What follows belongs to an exercise in optimizing a design on an open flow for small area; a production flow would make more cautious choices. In this exercise RTL edits were held to simulation tests only and were not proved equivalent to the original. Power and IR drop assume default switching activity.

==> try-raven: inputs <==
==> flow/design.v (excerpt) <==
module finalproject(clk, rst, rows, LEDs, columns, signalout, ss1, ss2, ss3, ss4, ss5, ss6);
export LEC_CHECK = 0
export CAP_MARGIN = 20
export CORE_MARGIN = 2
export CORE_UTILIZATION = 40
export SLEW_MARGIN = 20
create_clock -name core_clock -period 10.0 [get_ports {clk}]
standard.sh (not shown) runs the stock make flow with config.mk's settings and CLKGATE_MAP_FILE= SYNTH_SCRIPT=/design/flow/synth_recipe.tcl, a recipe that flattens the netlist after the stock synthesis.
==> flow/flow/run.sh <==
#!/bin/bash
# Layout flow: the standard synthesis, then the combinational logic between
# the flip-flops is re-mapped for area with ABC (flip-flops untouched: same
# instances, names and cell types), then the standard layout from
# floorplan to finish on the re-mapped netlist.
set -euo pipefail
HERE=$(pwd)
FLOWDIR=$HERE/flow
PLAT=${FLOW_PLATFORM:-sky130hd}
LIB=$FLOW_HOME/platforms/$PLAT/lib/sky130_fd_sc_hd__tt_025C_1v80.lib
RES=$HERE/orfs/results/$PLAT/finalproject/base
YOSYS=$(command -v yosys || echo "$FLOW_HOME/../tools/install/yosys/bin/yosys")

# Port buffers: the smallest buffer cell.
export BUFFER_PORTS_ARGS="-buffer_cell sky130_fd_sc_hd__buf_1"
# Clock tree without dummy load cells.
export CTS_ARGS="-sink_clustering_enable -repair_clock_nets -dont_use_dummy_load"

# 1. standard synthesis
bash standard.sh synth > "$HERE/log_1_synth.txt" 2>&1

# 2. re-map the logic: many ABC runs (random seeds of &deepsyn), keep the
#    smallest; then again from that one
cp "$RES/1_2_yosys.v" "$HERE/std_1_2_yosys.v"
python3 "$FLOWDIR/mkcells.py" "$LIB" "$HERE/cells_comb.v" > "$HERE/log_2_mkcells.txt" 2>&1
DONTUSE=""
for c in $(grep -o 'cell *( *"\?sky130_fd_sc_hd__\(lpflow_[a-z0-9_]*\|probec\?_p_8\)' "$LIB" | sed 's/.*sky130/sky130/' | sort -u); do
  DONTUSE="$DONTUSE -dont_use $c"
done
# run_one TAG SEED INPUT: one ABC run (&deepsyn seed SEED) in resyn_TAG_SEED
run_one() {
  local d=$HERE/resyn_$1_$2
  mkdir -p "$d"
  sed -e "s/SEED/$2/" "$FLOWDIR/area.abc" > "$d/area.abc"
  sed -e "s#LIBFILE#$LIB#g" -e "s#CELLFILE#$HERE/cells_comb.v#" -e "s#INFILE#$3#" \
      -e "s#TOPNAME#$FLOW_TOP#" -e "s#DONTUSE#$DONTUSE#" -e "s#ABCSCRIPT#$d/area.abc#" \
      -e "s#STATFILE#$d/stat.txt#" -e "s#OUTFILE#$d/resyn.v#" "$FLOWDIR/resyn.ys" > "$d/resyn.ys"
  "$YOSYS" -l "$d/log.txt" -q "$d/resyn.ys" > /dev/null 2>&1 || true
}
# run_pass TAG INPUT SEEDS...: the runs of one pass, NUM_CORES at a time; then
# prints the folder of the smallest result and its area
run_pass() {
  local tag=$1 in=$2; shift 2
  for s in "$@"; do
    run_one "$tag" "$s" "$in" &
    while [ "$(jobs -r | wc -l)" -ge "${NUM_CORES:-4}" ]; do sleep 1; done
  done
  wait
  local best="" besta=""
  for s in "$@"; do
    local d=$HERE/resyn_${tag}_$s
    [ -f "$d/stat.txt" ] && [ -s "$d/resyn.v" ] || continue
    local a
    a=$(grep "Chip area for module" "$d/stat.txt" | awk '{print $NF}')
    echo "pass $tag seed $s area $a" >> "$HERE/log_2_resyn_summary.txt"
    if [ -z "$best" ] || awk "BEGIN{exit !($a < $besta)}"; then best=$d; besta=$a; fi
  done
  echo "$best $besta"
}
# pass 1 from the standard netlist, pass 2 from the best of pass 1
read D1 A1 < <(run_pass p1 "$HERE/std_1_2_yosys.v" $(seq 0 95))
echo "pass 1 best: $D1 area $A1" >> "$HERE/log_2_resyn_summary.txt"
BEST=$D1
if [ -n "$D1" ]; then
  read D2 A2 < <(run_pass p2 "$D1/resyn.v" $(seq 0 31))
  echo "pass 2 best: $D2 area $A2" >> "$HERE/log_2_resyn_summary.txt"
  if [ -n "$D2" ] && awk "BEGIN{exit !($A2 < $A1)}"; then BEST=$D2; fi
fi
echo "chosen: $BEST" >> "$HERE/log_2_resyn_summary.txt"
if [ -n "$BEST" ]; then
  cp "$BEST/resyn.v" "$RES/1_2_yosys.v"
  touch "$RES/1_2_yosys.v"
fi

# 3. standard layout on the re-mapped netlist (1_synth.odb is rebuilt from it)
bash standard.sh > "$HERE/log_3_layout.txt" 2>&1
Other scripts of this flow, unchanged in this note and not shown: flow/flow/area.abc, flow/flow/mkcells.py, flow/flow/resyn.ys
==> inputs of try-harbor, as changes to try-raven <==
==> flow/flow/run.sh (replaced) <==
#!/bin/bash
# Layout flow: the standard synthesis, then the combinational logic between
# the flip-flops is re-mapped for area with ABC (flip-flops untouched: same
# instances, names and cell types), then the standard layout from
# floorplan to finish on the re-mapped netlist.
set -euo pipefail
HERE=$(pwd)
FLOWDIR=$HERE/flow
PLAT=${FLOW_PLATFORM:-sky130hd}
LIB=$FLOW_HOME/platforms/$PLAT/lib/sky130_fd_sc_hd__tt_025C_1v80.lib
RES=$HERE/orfs/results/$PLAT/finalproject/base
YOSYS=$(command -v yosys || echo "$FLOW_HOME/../tools/install/yosys/bin/yosys")

# Port buffers: the smallest buffer cell.
export BUFFER_PORTS_ARGS="-buffer_cell sky130_fd_sc_hd__buf_1"
# Clock tree without dummy load cells.
export CTS_ARGS="-sink_clustering_enable -repair_clock_nets -dont_use_dummy_load"

# 1. standard synthesis
bash standard.sh synth > "$HERE/log_1_synth.txt" 2>&1

# 2. re-map the logic: several ABC runs (random seeds of &deepsyn), keep the
#    smallest; then again from that one
cp "$RES/1_2_yosys.v" "$HERE/std_1_2_yosys.v"
python3 "$FLOWDIR/mkcells.py" "$LIB" "$HERE/cells_comb.v" > "$HERE/log_2_mkcells.txt" 2>&1
DONTUSE=""
for c in $(grep -o 'cell *( *"\?sky130_fd_sc_hd__\(lpflow_[a-z0-9_]*\|probec\?_p_8\)' "$LIB" | sed 's/.*sky130/sky130/' | sort -u); do
  DONTUSE="$DONTUSE -dont_use $c"
done
run_one() {
  local s=$1 in=$2 d=$HERE/resyn_$1
  mkdir -p "$d"
  sed -e "s/SEED/$s/" "$FLOWDIR/area.abc" > "$d/area.abc"
  sed -e "s#LIBFILE#$LIB#g" -e "s#CELLFILE#$HERE/cells_comb.v#" -e "s#INFILE#$in#" \
      -e "s#TOPNAME#$FLOW_TOP#" -e "s#DONTUSE#$DONTUSE#" -e "s#ABCSCRIPT#$d/area.abc#" \
      -e "s#STATFILE#$d/stat.txt#" -e "s#OUTFILE#$d/resyn.v#" "$FLOWDIR/resyn.ys" > "$d/resyn.ys"
  "$YOSYS" -l "$d/log.txt" -q "$d/resyn.ys" > /dev/null 2>&1 || true
}
# best of a set of seeds: prints "seed area"
best_of() {
  local best="" besta=""
  for s in "$@"; do
    local f=$HERE/resyn_$s/stat.txt
    [ -f "$f" ] && [ -s "$HERE/resyn_$s/resyn.v" ] || continue
    local a
    a=$(grep "Chip area for module" "$f" | awk '{print $NF}')
    echo "seed $s area $a" >> "$HERE/log_2_resyn_summary.txt"
    if [ -z "$best" ] || awk "BEGIN{exit !($a < $besta)}"; then best=$s; besta=$a; fi
  done
  echo "$best $besta"
}
run_pass() {
  local in=$1; shift
  for s in "$@"; do
    run_one $s "$in" &
    while [ "$(jobs -r | wc -l)" -ge "${NUM_CORES:-4}" ]; do sleep 1; done
  done
  wait
}
# pass 1 from the standard netlist, pass 2 from the best of pass 1
P1="$(seq -s ' ' 0 47)"
P2="$(seq -s ' ' 50 73)"
run_pass "$HERE/std_1_2_yosys.v" $P1
read B1 A1 < <(best_of $P1)
echo "pass 1: seed $B1 area $A1" >> "$HERE/log_2_resyn_summary.txt"
BEST=$B1
if [ -n "$B1" ]; then
  run_pass "$HERE/resyn_$B1/resyn.v" $P2
  read B2 A2 < <(best_of $P2)
  echo "pass 2: seed $B2 area $A2" >> "$HERE/log_2_resyn_summary.txt"
  if [ -n "$B2" ] && awk "BEGIN{exit !($A2 < $A1)}"; then BEST=$B2; fi
fi
echo "chosen seed $BEST" >> "$HERE/log_2_resyn_summary.txt"
if [ -n "$BEST" ]; then
  cp "$HERE/resyn_$BEST/resyn.v" "$RES/1_2_yosys.v"
  touch "$RES/1_2_yosys.v"
fi

# 3. standard layout on the re-mapped netlist (1_synth.odb is rebuilt from it)
bash standard.sh > "$HERE/log_3_layout.txt" 2>&1
==> inputs of try-willow, as changes to try-raven <==
--- a/flow/design.v
+++ b/flow/design.v
@@ -18,13 +18,11 @@
 output reg [9:0] LEDs;
 output [3:0] columns;
 output reg [3:0] tone;    
 localparam SA = 3'd0, WB = 3'd1, SB = 3'd2, CK2 = 3'd3, WC = 3'd4, SC = 3'd5, CK4 = 3'd6;
 reg [2:0] st;
-reg [12:0] cs;                  
-localparam [12:0] CP = 13'h0aaa;
-wire [12:0] c = cs ^ CP;
+reg [12:0] c;
 reg [15:0] button;
 reg m;
 wire sa = (st == SA), wb = (st == WB), sb = (st == SB), ck2 = (st == CK2);
 wire wc = (st == WC), sc = (st == SC), ck4 = (st == CK4);
 wire scan = sa | sb | sc;
@@ -75,22 +73,21 @@
     CK4: st <= nz ? WC : SA;
     default: ;
   endcase
 end
 always @(posedge clk) begin
-  cs <= c_clr ? CP : c_step ^ CP;
+  c <= c_clr ? 13'd0 : c_step;
   button <= {button[11:0], (sa | sc) ? val : button[15:12]};
   m <= (m & ~sa) | (sb & ~eq);
 end
 endmodule
 module toneprocessor(clk, rst, tone, signalout);
 input clk;
 input rst;
 input [3:0] tone;
 output reg signalout;
-reg [16:0] mcn;            
-wire [16:0] mc = ~mcn;
+reg [16:0] mc;
 reg [1:0] region;
 localparam [255:0] LM1 = {16'd11943, 16'd12650, 16'd14203, 16'd15942, 16'd17895, 16'd18959, 16'd21281, 16'd23888, 16'd25389, 16'd28408, 16'd31887, 16'd35802, 16'd37920, 16'd42564, 16'd47754, 16'd1135};
 localparam [255:0] HB = {16'd11943, 16'd12650, 16'd14203, 16'd15942, 16'd17895, 16'd18959, 16'd21281, 16'd23888, 16'd25308, 16'd28408, 16'd31887, 16'd35802, 16'd37920, 16'd42564, 16'd47754, 16'd1135};
 localparam [15:0] DT = 16'hfc84;
 wire [15:0] lm1 = LM1[tone*16 +: 16];
@@ -111,49 +108,47 @@
 wire a = ~mc[16] & ltc(mc[15:0], lm1, 1'b0);    
 wire b = ltc(mc[16:1], hb, d | ~mc[0]);         
 always @(posedge clk) begin
   if (rst) begin
     signalout <= 1'b0;
-    mcn <= 17'h1ffff;
+    mc <= 17'd0;
     region <= 2'd0;
   end else begin
     case (region)
     2'd0: begin
-      mcn <= mcn - 1'b1;
+      mc <= mc + 1'b1;
       if (a) signalout <= 1'b0; else region <= 2'd1;
     end
     2'd1: begin
-      mcn <= mcn - 1'b1;
+      mc <= mc + 1'b1;
       if (!a && b) signalout <= 1'b1; else region <= 2'd2;
     end
     2'd2: begin
-      if (!b) begin signalout <= 1'b0; mcn <= 17'h1ffff; end
-      else begin region <= 2'd0; mcn <= mcn - 1'b1; end
+      if (!b) begin signalout <= 1'b0; mc <= 17'd0; end
+      else begin region <= 2'd0; mc <= mc + 1'b1; end
     end
     default: ;
     endcase
   end
 end
 endmodule
 module rotatingdisplay(clk, rst, ss1, ss2, ss3, ss4, ss5, ss6);
 input clk;
 input rst;
 output [6:0] ss1, ss2, ss3, ss4, ss5, ss6;
-reg [15:0] cnts;                
-localparam [15:0] DP = 16'haaaa;
-wire [15:0] counter = cnts ^ DP;
+reg [15:0] counter;
 reg [3:0] idx;
 reg full;
 wire [3:0] idx_next;
 assign idx_next[0] = 16'h82cf >> idx;
 assign idx_next[1] = 16'h33d4 >> idx;
 assign idx_next[2] = 16'hd4d2 >> idx;
 assign idx_next[3] = 16'h1f8a >> idx;
 wire step = counter[0] & counter[1] & counter[2] & ~counter[3] & ~counter[4] & ~counter[5] & ~counter[6] & counter[7]
           & ~counter[8] & ~counter[9] & ~counter[11] & counter[12] & ~counter[14] & counter[15];
 always @(posedge clk) begin
-  cnts <= (rst | step) ? DP : {counter[14:0], ~(counter[15] ^ counter[14] ^ counter[12] ^ counter[3])} ^ DP;
+  counter <= (rst | step) ? 16'd0 : {counter[14:0], ~(counter[15] ^ counter[14] ^ counter[12] ^ counter[3])};
   if (rst) begin
     idx <= 4'd8;
     full <= 1'b0;
   end else if (step) begin
     idx <= idx_next;
==> flow/flow/run.sh (replaced) <==
#!/bin/bash
# Layout flow: the standard synthesis, then the combinational logic between
# the flip-flops is re-mapped for area with ABC (flip-flops untouched: same
# instances, names and cell types), then the standard layout from
# floorplan to finish on the re-mapped netlist.
set -euo pipefail
HERE=$(pwd)
FLOWDIR=$HERE/flow
PLAT=${FLOW_PLATFORM:-sky130hd}
LIB=$FLOW_HOME/platforms/$PLAT/lib/sky130_fd_sc_hd__tt_025C_1v80.lib
RES=$HERE/orfs/results/$PLAT/finalproject/base
YOSYS=$(command -v yosys || echo "$FLOW_HOME/../tools/install/yosys/bin/yosys")

# Port buffers: the smallest buffer cell.
export BUFFER_PORTS_ARGS="-buffer_cell sky130_fd_sc_hd__buf_1"
# Clock tree without dummy load cells.
export CTS_ARGS="-sink_clustering_enable -repair_clock_nets -dont_use_dummy_load"

# 1. standard synthesis
bash standard.sh synth > "$HERE/log_1_synth.txt" 2>&1

# 2. re-map the logic: several ABC runs (random seeds of &deepsyn), keep the
#    smallest; then again from that one
cp "$RES/1_2_yosys.v" "$HERE/std_1_2_yosys.v"
python3 "$FLOWDIR/mkcells.py" "$LIB" "$HERE/cells_comb.v" > "$HERE/log_2_mkcells.txt" 2>&1
DONTUSE=""
for c in $(grep -o 'cell *( *"\?sky130_fd_sc_hd__\(lpflow_[a-z0-9_]*\|probec\?_p_8\)' "$LIB" | sed 's/.*sky130/sky130/' | sort -u); do
  DONTUSE="$DONTUSE -dont_use $c"
done
run_one() {
  local s=$1 in=$2 d=$HERE/resyn_$1
  mkdir -p "$d"
  sed -e "s/SEED/$s/" "$FLOWDIR/area.abc" > "$d/area.abc"
  sed -e "s#LIBFILE#$LIB#g" -e "s#CELLFILE#$HERE/cells_comb.v#" -e "s#INFILE#$in#" \
      -e "s#TOPNAME#$FLOW_TOP#" -e "s#DONTUSE#$DONTUSE#" -e "s#ABCSCRIPT#$d/area.abc#" \
      -e "s#STATFILE#$d/stat.txt#" -e "s#OUTFILE#$d/resyn.v#" "$FLOWDIR/resyn.ys" > "$d/resyn.ys"
  "$YOSYS" -l "$d/log.txt" -q "$d/resyn.ys" > /dev/null 2>&1 || true
}
# best of a set of seeds: prints "seed area"
best_of() {
  local best="" besta=""
  for s in "$@"; do
    local f=$HERE/resyn_$s/stat.txt
    [ -f "$f" ] && [ -s "$HERE/resyn_$s/resyn.v" ] || continue
    local a
    a=$(grep "Chip area for module" "$f" | awk '{print $NF}')
    echo "seed $s area $a" >> "$HERE/log_2_resyn_summary.txt"
    if [ -z "$best" ] || awk "BEGIN{exit !($a < $besta)}"; then best=$s; besta=$a; fi
  done
  echo "$best $besta"
}
run_pass() {
  local in=$1; shift
  for s in "$@"; do
    run_one $s "$in" &
    while [ "$(jobs -r | wc -l)" -ge "${NUM_CORES:-4}" ]; do sleep 1; done
  done
  wait
}
PASSES=("0 1 2 3 4 5 6 7 8 9 10 11" "20 21 22 23 24 25 26 27 28 29 30 31" "40 41 42 43 44 45 46 47")
IN="$HERE/std_1_2_yosys.v"
BEST=""; BESTA=""
for P in "${PASSES[@]}"; do
  run_pass "$IN" $P
  read B A < <(best_of $P)
  echo "pass from $IN: seed $B area $A" >> "$HERE/log_2_resyn_summary.txt"
  if [ -n "$B" ] && { [ -z "$BEST" ] || awk "BEGIN{exit !($A < $BESTA)}"; }; then BEST=$B; BESTA=$A; fi
  [ -n "$BEST" ] && IN="$HERE/resyn_$BEST/resyn.v"
done
echo "chosen seed $BEST" >> "$HERE/log_2_resyn_summary.txt"
if [ -n "$BEST" ]; then
  cp "$HERE/resyn_$BEST/resyn.v" "$RES/1_2_yosys.v"
  touch "$RES/1_2_yosys.v"
fi

# 3. standard layout on the re-mapped netlist (1_synth.odb is rebuilt from it)
bash standard.sh > "$HERE/log_3_layout.txt" 2>&1
==> comparison table <==
| metric | try-willow | try-harbor | try-raven |
|---|---|---|---|
| Outcome | timing/DRC/antenna clean | timing/DRC/antenna clean | timing/DRC/antenna clean |
| 1st-iter DRT viols | 298 | 289 | 292 |
| Post-route core utilization | 46.40% | 45.95% | 45.82% |
| Clk cell area share | 2.598% | 2.635% | 2.654% |
| Layout Nets | 670 | 668 | 645 |
| Slowest Stage Delay on Critical Path | 0.48 ns | 0.52 ns | 0.62 ns |
| Global-route wire length before repair | 18910 um | 18000 um | 17910 um |
| End of the worst register-to-register path | tp.mc[3] | tp.mcn[7] | tp.mcn[15] |
| Standby leakage power | 1.595 nW | 1.654 nW | 1.631 nW |
| CTS clock-pin slew for the worst setup and hold paths | 0.07 ns | 0.10 ns | 0.09 ns |
| Number of instances in the synthesized netlist | 590 | 588 | 564 |
| Worst-Margin Slew | 0.9254 ns | 0.9330 ns | 0.7021 ns |
| Proportion of layout cells with a drive suffix above 1 | 1.662% | 1.515% | 1.727% |
| Number of global-route vias before repair | 4080 | 3917 | 3953 |
| Share of the final layout cell area in sequential cells | 36.95% | 37.48% | 37.75% |
| Final GP Congestion | 0.9461 | 0.9137 | 0.9285 |
| Number of standard cells in the layout, taps in and fillers out | 798 | 796 | 773 |
| Hold wc startpoint | kwt.button[2] | kwt.cs[4] | kwt.button[5] |
| Worst slack after detailed placement | 4.789 ns | 4.737 ns | 5.211 ns |
| Crit path buf inv count | 3 | 4 | 3 |
| Multi-input gate share of the layout cell area | 46.10% | 45.89% | 45.66% |
| Met1 capacity usage during global routing | 26.27% | 25.73% | 25.82% |
| Reported clock group power | 186 uW | 188 uW | 187 uW |
| Fin crit share | 56.21% | 56.97% | 52.28% |
| Number of stages on the worst setup path | 11 | 14 | 11 |
| Worst-case reg-to-reg path depth | 22 | 22 | 30 |
| Internal power component | 455.6 uW | 467.8 uW | 447.3 uW |

static timing again, ports no longer ideal:
How much do the figures lean on ideal ports? The routed layouts below were timed once more, with nothing changed but the port constraints. Step 1, drivers: a clkbuf_16 drives clk and a buf_2 each remaining input, both assumed. Step 2 adds t to the input delays and takes it off the output delays; t is the mean of the earliest and latest rising clock arrival at the registers after step 1. Input paths then give back, and output paths get back, about the clock's delay inside the block. Slacks: ideal ports / drivers / drivers and shift; pairs: ideal ports / drivers.
| run | t, ns | setup slack, ns | hold slack, ns | latest minus earliest clock arrival (ns) | cell pins on the clock port's net |
|---|---|---|---|---|---|
| try-raven | 0.371 | 4.772 / 4.740 / 5.111 | 0.348 / 0.348 / 0.348 | 0.028 / 0.028 | 1 |
| try-harbor | 0.378 | 4.303 / 4.270 / 4.648 | 0.353 / 0.353 / 0.353 | 0.037 / 0.038 | 1 |
| try-willow | 0.378 | 4.379 / 4.346 / 4.724 | 0.358 / 0.358 / 0.358 | 0.023 / 0.024 | 1 |
After both steps every run listed still meets setup and hold.
